What follows belongs to an exercise in optimizing a design on an open flow for small area and a short achievable clock period; a production flow would make more cautious choices. Where RTL was checked, it was by simulation tests only, not by an equivalence proof against the original. Power figures rest on the tool's default switching activity, not on a simulated workload.

// DSP
module DSP (a,b,c,d,clk,rst_n,p);
    parameter OPERATION = "ADD" ;
    input [17:0] a,b,d;
    input [47:0] c;
    input clk,rst_n;
    output reg [47:0] p;
    wire [19:0] ax = {2'b00, a};
        reg [8:0] bo, bt, bn;
    reg bz;
    reg [17:0] s1;
    wire [17:0] s0;
    ks18 u_pre (.a(b), .b(d), .s(s0));
    reg [115:0] x;
    reg [47:0] r0;
    reg [47:8] r1;
    reg rc;
    wire [47:0] cd = {c[47:36] - 12'd1, c[35:0]};
    wire [115:0] xn;
    wire [8:0] nn = ~bn;
    wire [18:0] sx = {1'b0, s1};
    wire [18:0] sy = {s1, 1'b0};
    wire [17:0] pz = {18{bz}} & s1;
    wire [18:0] pp0 = (({19{bo[0]}} & sx) | ({19{bt[0]}} & sy)) ^ {19{bn[0]}};
    wire [18:0] pp1 = (({19{bo[1]}} & sx) | ({19{bt[1]}} & sy)) ^ {19{bn[1]}};
    wire [18:0] pp2 = (({19{bo[2]}} & sx) | ({19{bt[2]}} & sy)) ^ {19{bn[2]}};
    wire [18:0] pp3 = (({19{bo[3]}} & sx) | ({19{bt[3]}} & sy)) ^ {19{bn[3]}};
    wire [18:0] pp4 = (({19{bo[4]}} & sx) | ({19{bt[4]}} & sy)) ^ {19{bn[4]}};
    wire [18:0] pp5 = (({19{bo[5]}} & sx) | ({19{bt[5]}} & sy)) ^ {19{bn[5]}};
  ...
==> module xn2, before the edit <==
module xn2 (input a, input b, output y);
    assign y = ~(a ^ b);
endmodule
==> module or2, before the edit <==
module or2 (input a, input b, output y);
    assign y = a | b;
endmodule
==> module fa1, before the edit <==
module fa1 (input a, input b, output s, output co);
    xn2 u_s (.a(a), .b(b), .y(s));
    or2 u_c (.a(a), .b(b), .y(co));
endmodule
==> flow/config.mk <==
export PLATFORM = sky130hd
export DESIGN_NAME = DSP
export DESIGN_NICKNAME = DSP
export VERILOG_FILES = /design/flow/design.v
export SDC_FILE = /design/flow/constraint.sdc
export NUM_CORES = 4
export LEC_CHECK = 0
export CAP_MARGIN = 20
export CORE_MARGIN = 2
export CORE_UTILIZATION = 60
export CTS_BUF_LIST = sky130_fd_sc_hd__clkbuf_8
export SETUP_SLACK_MARGIN = 4.5
export SLEW_MARGIN = 20
export SYNTH_HIERARCHICAL = 1
export SYNTH_MINIMUM_KEEP_SIZE = 0
==> flow/constraint.sdc <==
create_clock -name core_clock -period 7.0 [get_ports {clk}]
set_input_delay 1.4000 -clock core_clock [delete_from_list [all_inputs] [get_ports {clk}]]
set_output_delay 1.4000 -clock core_clock [all_outputs]
set_load 0.01 [all_outputs]
standard.sh (not shown) runs the stock make flow with config.mk's settings and CLKGATE_MAP_FILE= SYNTH_SCRIPT=/design/flow/synth_recipe.tcl, a recipe that flattens the netlist after the stock synthesis.
==> flow/flow/run.sh <==
#!/bin/bash
# Standard ORFS layout (the standard.sh, unchanged synthesis), except that the
# input and output ports are buffered with a plain buffer cell instead of the
# delay-type buffer that buffer_ports picks by default.
set -euo pipefail
bash standard.sh "BUFFER_PORTS_ARGS=-buffer_cell sky130_fd_sc_hd__buf_2" finish > orfs_make.log 2>&1
Edit:
--- a/flow/design.v
+++ b/flow/design.v
@@ -1,18 +1,12 @@
 module fa (input a, input b, input c, output s, output co);
     assign s  = a ^ b ^ c;
     assign co = (a & b) | (a & c) | (b & c);
 endmodule
-module xn2 (input a, input b, output y);
-    assign y = ~(a ^ b);
-endmodule
-module or2 (input a, input b, output y);
-    assign y = a | b;
-endmodule
 module fa1 (input a, input b, output s, output co);
-    xn2 u_s (.a(a), .b(b), .y(s));
-    or2 u_c (.a(a), .b(b), .y(co));
+    assign s  = ~(a ^ b);
+    assign co = a | b;
 endmodule
 module ha (input a, input b, output s, output co);
     assign s  = a ^ b;
     assign co = a & b;
 endmodule
Result: Global-route usage fell by 0.26 points. Clock power barely changes. Wire length is about the same. Sequential share of layout area fell by 0.33 points. Maximum frequency falls slightly. Count of clock-buffer cells in the layout increases by 1. Cell count went up slightly. Design area goes up slightly. Die area grows slightly. Synthesized cell count came out higher slightly.

---

== v6 ==
Another version of the RTL of DSP (not shown whole).
Size: ~1500 cells after synthesis, ~290 flip-flops, ~150 I/O pins.
Design DSP, start of the top module:
module DSP (a,b,c,d,clk,rst_n,p);
    parameter OPERATION = "ADD" ;
    input [17:0] a,b,d;
    input [47:0] c;
    input clk,rst_n;
    output reg [47:0] p;
    wire [19:0] ax = {2'b00, a};
    reg [8:0] bo, bt, bn;
    reg bz;
    reg [17:0] s1;
    wire [17:0] s0;
    ks18 u_pre (.a(b), .b(d), .s(s0));
    reg [115:0] x;
    wire [115:0] xe = x ^ 116'b00101010100100100100100100010010001000100010001000001100000000000000000000000000000000000000000000000000000000000000;
    reg [47:0] r0;
    reg [47:8] r1;
    reg rc;
    wire [47:0] cd = {c[47:36] - 12'd1, c[35:0]};
    wire [115:0] xn;
    wire [8:0] nn = ~bn;
    wire [18:0] sx = {1'b0, s1};
    wire [18:0] sy = {s1, 1'b0};
    wire [17:0] pz = {18{bz}} & s1;
    wire [18:0] pp0 = (({19{bo[0]}} & sx) | ({19{bt[0]}} & sy)) ^ {19{bn[0]}};
    wire [18:0] pp1 = (({19{bo[1]}} & sx) | ({19{bt[1]}} & sy)) ^ {19{bn[1]}};
    wire [18:0] pp2 = (({19{bo[2]}} & sx) | ({19{bt[2]}} & sy)) ^ {19{bn[2]}};
    wire [18:0] pp3 = (({19{bo[3]}} & sx) | ({19{bt[3]}} & sy)) ^ {19{bn[3]}};
    wire [18:0] pp4 = (({19{bo[4]}} & sx) | ({19{bt[4]}} & sy)) ^ {19{bn[4]}};
  ...
==> flow/config.mk <==
export PLATFORM = sky130hd
export DESIGN_NAME = DSP
export DESIGN_NICKNAME = DSP
export VERILOG_FILES = /design/flow/design.v
export SDC_FILE = /design/flow/constraint.sdc
export NUM_CORES = 4
export LEC_CHECK = 0
export CAP_MARGIN = 20
export CORE_MARGIN = 2
export CORE_UTILIZATION = 60
export CTS_BUF_LIST = sky130_fd_sc_hd__clkbuf_8
export CTS_CLUSTER_DIAMETER = 60
export CTS_CLUSTER_SIZE = 16
export SETUP_SLACK_MARGIN = 4.5
export SLEW_MARGIN = 20
export SYNTH_HIERARCHICAL = 1
export SYNTH_MINIMUM_KEEP_SIZE = 0
==> flow/constraint.sdc <==
create_clock -name core_clock -period 7.0 [get_ports {clk}]
set_input_delay 1.4000 -clock core_clock [delete_from_list [all_inputs] [get_ports {clk}]]
set_output_delay 1.4000 -clock core_clock [all_outputs]
set_load 0.01 [all_outputs]
==> flow/flow/run.sh <==
#!/bin/bash
# Standard ORFS layout (the standard.sh, unchanged synthesis), except:
# - the input and output ports are buffered with a plain buf_1 instead of the
#   delay-type buffer that buffer_ports picks by default;
# - clock tree synthesis inserts no dummy load cells.
set -euo pipefail
bash standard.sh \
  "BUFFER_PORTS_ARGS=-buffer_cell sky130_fd_sc_hd__buf_1" \
  "CTS_ARGS=-sink_clustering_enable -repair_clock_nets -sink_clustering_size 16 -sink_clustering_max_diameter 60 -buf_list sky130_fd_sc_hd__clkbuf_8 -dont_use_dummy_load" \
  finish > orfs_make.log 2>&1
The inputs of v7 differ from those of v6 as listed below.
-- flow/design.v --
<<< v6, line 51
    ks18 u_pre (.a(b), .b(d), .s(s0));
    reg [115:0] x;
    wire [115:0] xe = x ^ 116'b00101010100100100100100100010010001000100010001000001100000000000000000000000000000000000000000000000000000000000000;
    reg [47:0] r0;
    reg [47:8] r1;
    reg rc;
    wire [47:0] cd = {c[47:36] - 12'd1, c[35:0]};
>>> v7, line 51
    ks18 u_pre (.a(b), .b(d), .s(s0));
    reg [115:0] x;
    wire [115:0] xe = x;
    reg [47:0] r0;
    reg [47:12] r1;
    reg rc;
    wire [47:0] cd = {c[47:36] - 12'd1, c[35:0]};
<<< v6, line 633
    wire [47:0] r1n = {1'b0, 1'b0, 1'b0, 1'b0, 1'b0, 1'b0, 1'b0, 1'b0, 1'b0, hk45, hs45, fs168, fs167, fs166, fs165, fs164, fs163, fs162, fs161, fs160, fs159, fs158, fs157, fs156, fs155, fs154, fs153, fs152, fs151, fs150, fs149, fs148, fs147, fs146, fs145, fs144, fs143, fs142, fs141, fs140, fs139, fs138, fs137, fs136, hs44, hs43, cd[1], cd[0]};
    always @(posedge clk) s1 <= s0;
    wire [8:0] lo = r0n[7:0] + r1n[7:0];
    wire [40:0] hi = {r0[47:8], 1'b1} + {r1[47:8], rc};
    always @(posedge clk or negedge rst_n) begin
        if (!rst_n) begin
            bo <= 0; bt <= 0; bn <= 0; bz <= 0;
            x <= 0; r0 <= 0; r1 <= 0; rc <= 0; p <= 0;
        end else begin
            bo[0] <= ax[0] ^ 1'b0;
>>> v7, line 633
    wire [47:0] r1n = {1'b0, 1'b0, 1'b0, 1'b0, 1'b0, 1'b0, 1'b0, 1'b0, 1'b0, hk45, hs45, fs168, fs167, fs166, fs165, fs164, fs163, fs162, fs161, fs160, fs159, fs158, fs157, fs156, fs155, fs154, fs153, fs152, fs151, fs150, fs149, fs148, fs147, fs146, fs145, fs144, fs143, fs142, fs141, fs140, fs139, fs138, fs137, fs136, hs44, hs43, cd[1], cd[0]};
    always @(posedge clk) s1 <= s0;
    wire [12:0] lo = r0n[11:0] + r1n[11:0];
    wire [36:0] hi = {r0[47:12], 1'b1} + {r1[47:12], rc};
    always @(posedge clk or negedge rst_n) begin
        if (!rst_n) begin
            bo <= 0; bt <= 0; bn <= 0; bz <= 0;
            x <= 116'b00101010100100100100100100010010001000100010001000001100000000000000000000000000000000000000000000000000000000000000; r0 <= 0; r1 <= 0; rc <= 0; p <= 0;
        end else begin
            bo[0] <= ax[0] ^ 1'b0;
<<< v6, line 668
            bn[8] <= ax[17];
            bz <= a[17];
            x  <= xn ^ 116'b00101010100100100100100100010010001000100010001000001100000000000000000000000000000000000000000000000000000000000000;
            r0 <= {r0n[47:8], lo[7:0]};
            r1 <= r1n[47:8];
            rc <= lo[8];
            p  <= {hi[40:1], r0[7:0]};
        end
    end
>>> v7, line 668
            bn[8] <= ax[17];
            bz <= a[17];
            x  <= xn;
            r0 <= {r0n[47:12], lo[11:0]};
            r1 <= r1n[47:12];
            rc <= lo[12];
            p  <= {hi[36:1], r0[11:0]};
        end
    end
Findings:
- Every stage of the flow completed for v7, and the final layout passed the timing, DRC and antenna checks.
- v7 against v6: clock-buffer cell count now larger; share of synthesized area occupied by flip-flops and latches now larger; critical path depth now larger; worst hold path depth comparable; via count now smaller.
- Final standard cell count with taps included and fillers excluded delta for v7 relative to v6: 2.3% lower
- Measured against each other, v6 and v7 differ in worst setup margin, the higher figure coming from v6.
- As far as maximum level of the CTS H-tree goes, v6 and v7 are indistinguishable; the numbers are identical.
- v7 vs v6 — non-clock buffer count rose 21%.
- Total iterations of the first detailed-routing run ends up higher on v6.
- v7 vs v6 on leakage dissipation: v7 is the lower one.
- Relative area change from synthesis to final layout, v6 and v7, higher one = v7.
No run of this note included a check of the RTL's function; only the layout flow was run.

---

Setup of run 1:
DSP, a different RTL version from the one above (not shown whole).
For scale: roughly 1,500 cells after synthesis, roughly 290 flip-flops, roughly 150 I/O pins.
// DSP
module DSP (a,b,c,d,clk,rst_n,p);
    parameter OPERATION = "ADD" ;
    input [17:0] a,b,d;
    input [47:0] c;
    input clk,rst_n;
    output reg [47:0] p;
    wire [19:0] ax = {2'b00, a};
        reg [8:0] bo, bt, bn;
    reg bz;
    reg [17:0] s1;
    wire [17:0] s0;
    ks18 u_pre (.a(b), .b(d), .s(s0));
    reg [115:0] x;
    reg [47:0] r0;
    reg [47:8] r1;
    reg rc;
    wire [47:0] cd = {c[47:36] - 12'd1, c[35:0]};
    wire [115:0] xn;
    wire [8:0] nn = ~bn;
    wire [18:0] sx = {1'b0, s1};
    wire [18:0] sy = {s1, 1'b0};
    wire [17:0] pz = {18{bz}} & s1;
    wire [18:0] pp0 = (({19{bo[0]}} & sx) | ({19{bt[0]}} & sy)) ^ {19{bn[0]}};
    wire [18:0] pp1 = (({19{bo[1]}} & sx) | ({19{bt[1]}} & sy)) ^ {19{bn[1]}};
    wire [18:0] pp2 = (({19{bo[2]}} & sx) | ({19{bt[2]}} & sy)) ^ {19{bn[2]}};
    wire [18:0] pp3 = (({19{bo[3]}} & sx) | ({19{bt[3]}} & sy)) ^ {19{bn[3]}};
    wire [18:0] pp4 = (({19{bo[4]}} & sx) | ({19{bt[4]}} & sy)) ^ {19{bn[4]}};
    wire [18:0] pp5 = (({19{bo[5]}} & sx) | ({19{bt[5]}} & sy)) ^ {19{bn[5]}};
    wire [18:0] pp6 = (({19{bo[6]}} & sx) | ({19{bt[6]}} & sy)) ^ {19{bn[6]}};
    wire [18:0] pp7 = (({19{bo[7]}} & sx) | ({19{bt[7]}} & sy)) ^ {19{bn[7]}};
    wire [18:0] pp8 = (({19{bo[8]}} & sx) | ({19{bt[8]}} & sy)) ^ {19{bn[8]}};
    wire fs1, fk1;
    wire fs2, fk2;
    wire fs3, fk3;
    wire fs4, fk4;
    wire fs5, fk5;
    wire fs6, fk6;
    wire fs7, fk7;
    wire fs8, fk8;
    wire fs9, fk9;
    wire fs10, fk10;
    wire fs11, fk11;
    wire fs12, fk12;
    wire fs13, fk13;
    wire fs14, fk14;
    wire fs15, fk15;
    wire fs16, fk16;
    wire fs17, fk17;
    wire fs18, fk18;
    wire fs19, fk19;
    wire fs20, fk20;
    wire fs21, fk21;
    wire fs22, fk22;
    wire fs23, fk23;
    wire fs24, fk24;
    wire fs25, fk25;
    wire fs26, fk26;
    wire fs27, fk27;
    wire fs28, fk28;
    wire fs29, fk29;
    wire fs30, fk30;
    wire gs1, gk1;
    wire fs31, fk31;
    wire fs32, fk32;
    wire gs2, gk2;
    wire fs33, fk33;
    wire fs34, fk34;
    wire fs35, fk35;
    wire fs36, fk36;
    wire fs37, fk37;
    wire gs3, gk3;
    wire fs38, fk38;
    wire fs39, fk39;
    wire fs40, fk40;
    wire fs41, fk41;
    wire gs4, gk4;
    wire fs42, fk42;
    wire fs43, fk43;
    wire fs44, fk44;
    wire gs5, gk5;
  ...
clock: 7.0 ns
lec_check: 0
cap_margin: 20
core_margin: 2
core_utilization: 60
cts_buf_list: sky130_fd_sc_hd__clkbuf_8
setup_slack_margin: 4.5
slew_margin: 20
synth_hierarchical: 1
synth_minimum_keep_size: 0
==> flow/flow/run.sh <==
#!/bin/bash
# Standard ORFS layout (the standard.sh, unchanged synthesis), except that the
# input and output ports are buffered with a plain buffer cell instead of the
# delay-type buffer that buffer_ports picks by default.
set -euo pipefail
bash standard.sh "BUFFER_PORTS_ARGS=-buffer_cell sky130_fd_sc_hd__buf_1" finish > orfs_make.log 2>&1
Here is what was changed in the inputs of run 2 compared with run 1.
--- a/flow/design.v
+++ b/flow/design.v
@@ -43,23 +43,23 @@
     input [47:0] c;
     input clk,rst_n;
     output reg [47:0] p;
     wire [19:0] ax = {2'b00, a};
         reg [8:0] bo, bt, bn;
     reg bz;
     reg [17:0] s1;
     wire [17:0] s0;
     ks18 u_pre (.a(b), .b(d), .s(s0));
     reg [115:0] x;
     reg [47:0] r0;
-    reg [47:8] r1;
+    reg [47:12] r1;
     reg rc;
     wire [47:0] cd = {c[47:36] - 12'd1, c[35:0]};
     wire [115:0] xn;
     wire [8:0] nn = ~bn;
     wire [18:0] sx = {1'b0, s1};
     wire [18:0] sy = {s1, 1'b0};
     wire [17:0] pz = {18{bz}} & s1;
     wire [18:0] pp0 = (({19{bo[0]}} & sx) | ({19{bt[0]}} & sy)) ^ {19{bn[0]}};
     wire [18:0] pp1 = (({19{bo[1]}} & sx) | ({19{bt[1]}} & sy)) ^ {19{bn[1]}};
     wire [18:0] pp2 = (({19{bo[2]}} & sx) | ({19{bt[2]}} & sy)) ^ {19{bn[2]}};
     wire [18:0] pp3 = (({19{bo[3]}} & sx) | ({19{bt[3]}} & sy)) ^ {19{bn[3]}};
@@ -591,24 +591,24 @@
     assign xn[108] = fs90;
     assign xn[109] = fk90;
     assign xn[110] = gk8;
     assign xn[111] = fs51;
     assign xn[112] = fk51;
     assign xn[113] = gs9;
     assign xn[114] = fs91;
     assign xn[115] = fk91;
     wire [47:0] r0n = {cd[47], cd[46], cd[45], cd[44], cd[43], cd[42], cd[41], cd[40], cd[39], cd[38], hk27, fk170, fk169, fk168, fk167, fk166, fk165, fk164, fk163, fk162, fk161, fk160, fk159, fk158, fk157, fk156, fk155, fk154, fk153, fk152, fk151, fk150, fk149, fk148, fk147, fk146, fk145, fk144, fk143, fk142, fk141, fk140, fk139, hk26, hk25, hk24, fk138, fs138};
     wire [47:0] r1n = {1'b0, 1'b0, 1'b0, 1'b0, 1'b0, 1'b0, 1'b0, 1'b0, 1'b0, 1'b0, cd[37], hs27, fs170, fs169, fs168, fs167, fs166, fs165, fs164, fs163, fs162, fs161, fs160, fs159, fs158, fs157, fs156, fs155, fs154, fs153, fs152, fs151, fs150, fs149, fs148, fs147, fs146, fs145, fs144, fs143, fs142, fs141, fs140, fs139, hs26, hs25, hs24, 1'b0};
     always @(posedge clk) s1 <= s0;
-    wire [8:0] lo = r0n[7:0] + r1n[7:0];
-    wire [40:0] hi = {r0[47:8], 1'b1} + {r1[47:8], rc};
+    wire [12:0] lo = r0n[11:0] + r1n[11:0];
+    wire [36:0] hi = {r0[47:12], 1'b1} + {r1[47:12], rc};
     always @(posedge clk or negedge rst_n) begin
         if (!rst_n) begin
             bo <= 0; bt <= 0; bn <= 0; bz <= 0;
             x <= 116'b01101001010010001001001000100010001000100010001000011000000000000000000000000000000000000000000000000000000000000000; r0 <= 0; r1 <= 0; rc <= 0; p <= 0;
         end else begin
             bo[0] <= ax[0] ^ 1'b0;
             bt[0] <= (ax[1] & ~ax[0] & ~1'b0) | (~ax[1] & ax[0] & 1'b0);
             bn[0] <= ax[1];
             bo[1] <= ax[2] ^ ax[1];
             bt[1] <= (ax[3] & ~ax[2] & ~ax[1]) | (~ax[3] & ax[2] & ax[1]);
             bn[1] <= ax[3];
@@ -627,18 +627,18 @@
             bo[6] <= ax[12] ^ ax[11];
             bt[6] <= (ax[13] & ~ax[12] & ~ax[11]) | (~ax[13] & ax[12] & ax[11]);
             bn[6] <= ax[13];
             bo[7] <= ax[14] ^ ax[13];
             bt[7] <= (ax[15] & ~ax[14] & ~ax[13]) | (~ax[15] & ax[14] & ax[13]);
             bn[7] <= ax[15];
             bo[8] <= ax[16] ^ ax[15];
             bt[8] <= (ax[17] & ~ax[16] & ~ax[15]) | (~ax[17] & ax[16] & ax[15]);
             bn[8] <= ax[17];
             bz <= a[17];
             x  <= xn;
-            r0 <= {r0n[47:8], lo[7:0]};
-            r1 <= r1n[47:8];
-            rc <= lo[8];
-            p  <= {hi[40:1], r0[7:0]};
+            r0 <= {r0n[47:12], lo[11:0]};
+            r1 <= r1n[47:12];
+            rc <= lo[12];
+            p  <= {hi[36:1], r0[11:0]};
         end
     end
 endmodule
--- outcome ---
- When the final numbers for run 1 and run 2 were put side by side, the final instance area turned out to be greater in run 2.
- Comparing post-layout worst setup margin for run 1 and run 2, the bigger number came from run 1.
- Summary of run 2 over run 1: via count fell 177; vertical die dimension fell about 0.6%; number of library cell types mapped by synthesis rose 15%; global routing usage on met2 fell 0.71 points.
- Relative to run 1, power has increased by 6.0% in run 2.
- The run showing the greater growth of design area from synthesis to finish is run 2.
- Compare run 1 and run 2 | global-route usage higher: run 1
- Run 1 reports its start point of the critical path as x[63] while run 2 reports c[0].
The RTL of run 2 was laid out without a check of its function.

[re-timing with driven ports]
The results above use ideal ports. As a check the final layouts listed here were re-extracted and re-timed, cells and wires unchanged.
Step 1 (the two cells are an assumption about what drives the block):
set clk [get_ports {clk}]
set_driving_cell -lib_cell sky130_fd_sc_hd__clkbuf_16 $clk
set_driving_cell -lib_cell sky130_fd_sc_hd__buf_2 [delete_from_list [all_inputs] $clk]
Step 2, shift: input delay + t, output delay - t, t = (earliest + latest rising clock arrival at the registers) / 2. This alone moves slack from input paths to output paths.
a / b / c = no drivers / after step 1 / after step 2; a / b = the first two.
run	t, ns	setup WS [ns]	worst setup path after step 2	latest minus earliest clock arrival (ns)	cell pins on the clock port's net
the first run of note 1	0.619	4.459 / 4.459 / 3.917	input to register	0.029 / 0.029	1
the second run of note 1	0.619	4.447 / 4.447 / 3.851	input to register	0.039 / 0.040	1
v6	0.591	4.504 / 4.488 / 3.943	input to register	0.042 / 0.042	1
v7	0.605	4.262 / 4.277 / 3.672	input to register	0.043 / 0.043	1
run 1	0.611	4.460 / 4.460 / 3.873	input to register	0.041 / 0.040	1
run 2	0.603	4.132 / 4.150 / 3.547	input to register	0.033 / 0.032	1
After both steps setup and hold are still met in every run listed. For the second run of note 1, which loses most, drivers alone change the setup slack by 0.000 ns; drivers and shift together by -0.596 ns.
